Background: an optimization exercise with open tools, aiming at small area and a short achievable clock period. Do not read the settings as production practice. The RTL was checked by simulation tests, not by an equivalence proof against the original design.

== the reference run ==
// binary_lif_neuron
module binary_lif_neuron #(
    parameter POTENTIAL_WIDTH = 16,
    parameter FRACTION_BITS = 8
) (
    input wire clk,
    input wire reset,
    input wire I,
    input wire [FRACTION_BITS-1:0] lambda_val_scaled,
    input wire [POTENTIAL_WIDTH-1:0] theta_val_scaled,
    input wire [POTENTIAL_WIDTH-1:0] reset_val_scaled,
    output reg S
);
For scale: about 460 cells after synthesis, about 44 I/O pins, ~0.0038 mm2 of cells after synthesis.
export LEC_CHECK = 0
export CAP_MARGIN = 20
export CELL_PAD_IN_SITES_DETAIL_PLACEMENT = 1
export CORE_MARGIN = 2
export CORE_UTILIZATION = 40
export PLACE_DENSITY = 0.5
export SETUP_SLACK_MARGIN = 3.0
export SLEW_MARGIN = 20
export SYNTH_HIERARCHICAL = 1
create_clock -name core_clock -period 9.0 [get_ports {clk}]
standard.sh (not shown) runs the stock make flow with config.mk's settings and CLKGATE_MAP_FILE= SYNTH_SCRIPT=/design/flow/synth_recipe.tcl, a recipe that flattens the netlist after the stock synthesis.
==> flow/flow/run.sh <==
#!/bin/bash
# Own layout flow: the standard flow (standard.sh) with three changes:
#  * port buffers are buf_1 (the resizer still upsizes them where timing needs it),
#  * after the standard synthesis, every combinational cell is set to its smallest drive
#    strength, so that the resizer grows only the cells whose timing needs it,
#  * repair_timing aims at the setup slack margin in config.mk as usual.
# Each step's full output goes to a log file in the folder this runs in.
set -euo pipefail
export BUFFER_PORTS_ARGS="-buffer_cell sky130_fd_sc_hd__buf_1"
bash standard.sh synth > run_synth.log 2>&1
R=orfs/results/${FLOW_PLATFORM}/binary_lif_neuron/base
cp $R/1_2_yosys.v run_synth_netlist_orig.v
sed -E -i 's/\b(sky130_fd_sc_hd__(a21oi|a21o|a21boi|a21bo|o21ai|o21a|o21bai|o21ba|mux2|mux2i|nand2|nand2b|nor2|nor2b|and2|and2b|or2|or2b|xor2|xnor2|inv|buf|clkbuf|a222oi|a22oi|a22o|nand3|nor3|and3|or3|a211oi|o211ai|a31oi|o31ai))_[0-9]+\b/\1_1/g' $R/1_2_yosys.v
touch $R/1_2_yosys.v
bash standard.sh > run_layout.log 2>&1
diff inputs: the reference run => the trial run
- CELL_PAD_IN_SITES_DETAIL_PLACEMENT removed (was 1)
- PLACE_DENSITY removed (was 0.5)
Notes after the runs:
- Between the trial run and the reference run, the fraction of area in registers does not differ in any meaningful way.
- NOTE: global routing usage summed across all routing layers in the trial run falls short of that of the reference run
- When the trial run is set beside the reference run, its share of post-route cells with drive strength above 1 turns out to be 0.93 points smaller.
- The minimum period implied by the final worst setup slack of the trial run was superior to that of the reference run.
- Per the comparison of the trial run with the reference run, wire length lower, routed length on met3 increased about 6%.


## job 102
Another version of the RTL of binary_lif_neuron (not shown whole).
For scale: roughly 460 cells after synthesis.
clock: 9.0 ns
lec_check: 0
cap_margin: 20
core_margin: 2
core_utilization: 40
setup_slack_margin: 3.5
slew_margin: 20
synth_hierarchical: 1
Scripts as last shown in full above: flow/flow/run.sh
diff inputs: job 102 => job 101
Settings: SETUP_SLACK_MARGIN changed from 3.5 to 2.8.
### Flow results
- For job 102, the launching instance or port of the critical path was lambda_val_scaled[0], unlike job 101, where it was lambda_val_scaled[6].
- Compare job 101 and job 102 | slack of the critical path higher: job 102
- The run with more routed wire is job 102, not job 101.
- Reported for job 101 and job 102, horizontal die dimension turned out identical to the last digit.


binary_lif_neuron, a different RTL version from the one above (not shown whole).
Size in the first run: about 480 cells after synthesis, about 44 I/O pins, about 4300 um2 of cells after synthesis.
==> flow/design.v (excerpt) <==
module binary_lif_neuron #(
    parameter POTENTIAL_WIDTH = 16,
    parameter FRACTION_BITS = 8
) (
    input wire clk,
    input wire reset,
    input wire I,
    input wire [FRACTION_BITS-1:0] lambda_val_scaled,
    input wire [POTENTIAL_WIDTH-1:0] theta_val_scaled,
    input wire [POTENTIAL_WIDTH-1:0] reset_val_scaled,
    output reg S
);
Settings: LEC_CHECK=0, CAP_MARGIN=20, CORE_MARGIN=2, CORE_UTILIZATION=40, SLEW_MARGIN=20, SYNTH_HIERARCHICAL=1; clock period 9.0 ns.
run.sh (not shown) runs the stock make flow with config.mk's settings and CLKGATE_MAP_FILE= SYNTH_SCRIPT=/design/flow/synth_recipe.tcl, a recipe that flattens the netlist after the stock synthesis.
Stock flow here: none of the scripts above is used.
The first run completed without violations.
Rerun with:
Settings changed: SETUP_SLACK_MARGIN from default to 3.0.
=> The changed run finished clean. Wire length is higher by 5.4%. Die area stays the same. Final cell count came out higher by 3.3%. Design area came out higher by 6.1%. Sequential share of layout area drops by 0.26 points. Worst hold slack improved by 0.014 ns. Via count went up by 2.9%. Global-route usage went up by 0.76 points. Setup slack is better by 0.97 ns.

[what the ideal ports hide]
In the flow no input, the clock included, has a driving cell. The finished layouts below were timed again as built, in two steps.
Step 1 sets driving cells, clkbuf_16 on the clock port and buf_2 on the other inputs (assumed; they add their load-dependent delay and slew).
Step 2 times the ports against the registers' clock, not the clock port: input delays grow and output delays shrink by t, the midpoint of the rising clock arrivals with the driver on.
a / b / c = ideal / step 1 / step 2; a / b = the first two.
run | t (ns) | setup slack, ns | hold WS [ns] | latest minus earliest clock arrival (ns)
the reference run | 0.299 | 3.255 / 3.263 / 2.963 | 1.406 / 1.406 / 1.406 | 0.003 / 0.003
the trial run | 0.297 | 3.280 / 3.292 / 2.995 | 1.310 / 1.310 / 1.310 | 0.007 / 0.007
job 102 | 0.275 | 3.686 / 3.688 / 3.413 | 1.359 / 1.359 / 1.359 | 0.002 / 0.002
job 101 | 0.266 | 3.063 / 3.062 / 2.797 | 1.400 / 1.400 / 1.400 | 0.001 / 0.001
the first run of note 3 | 0.293 | 2.251 / 2.258 / 1.964 | 1.362 / 1.362 / 1.362 | 0.011 / 0.011
the second run of note 3 | 0.293 | 3.222 / 3.230 / 2.937 | 1.376 / 1.376 / 1.376 | 0.009 / 0.010
After both steps setup and hold are still met in every run listed. The setup slack of the reference run, which loses most, moves by +0.008 ns with the drivers and by -0.292 ns with both steps.
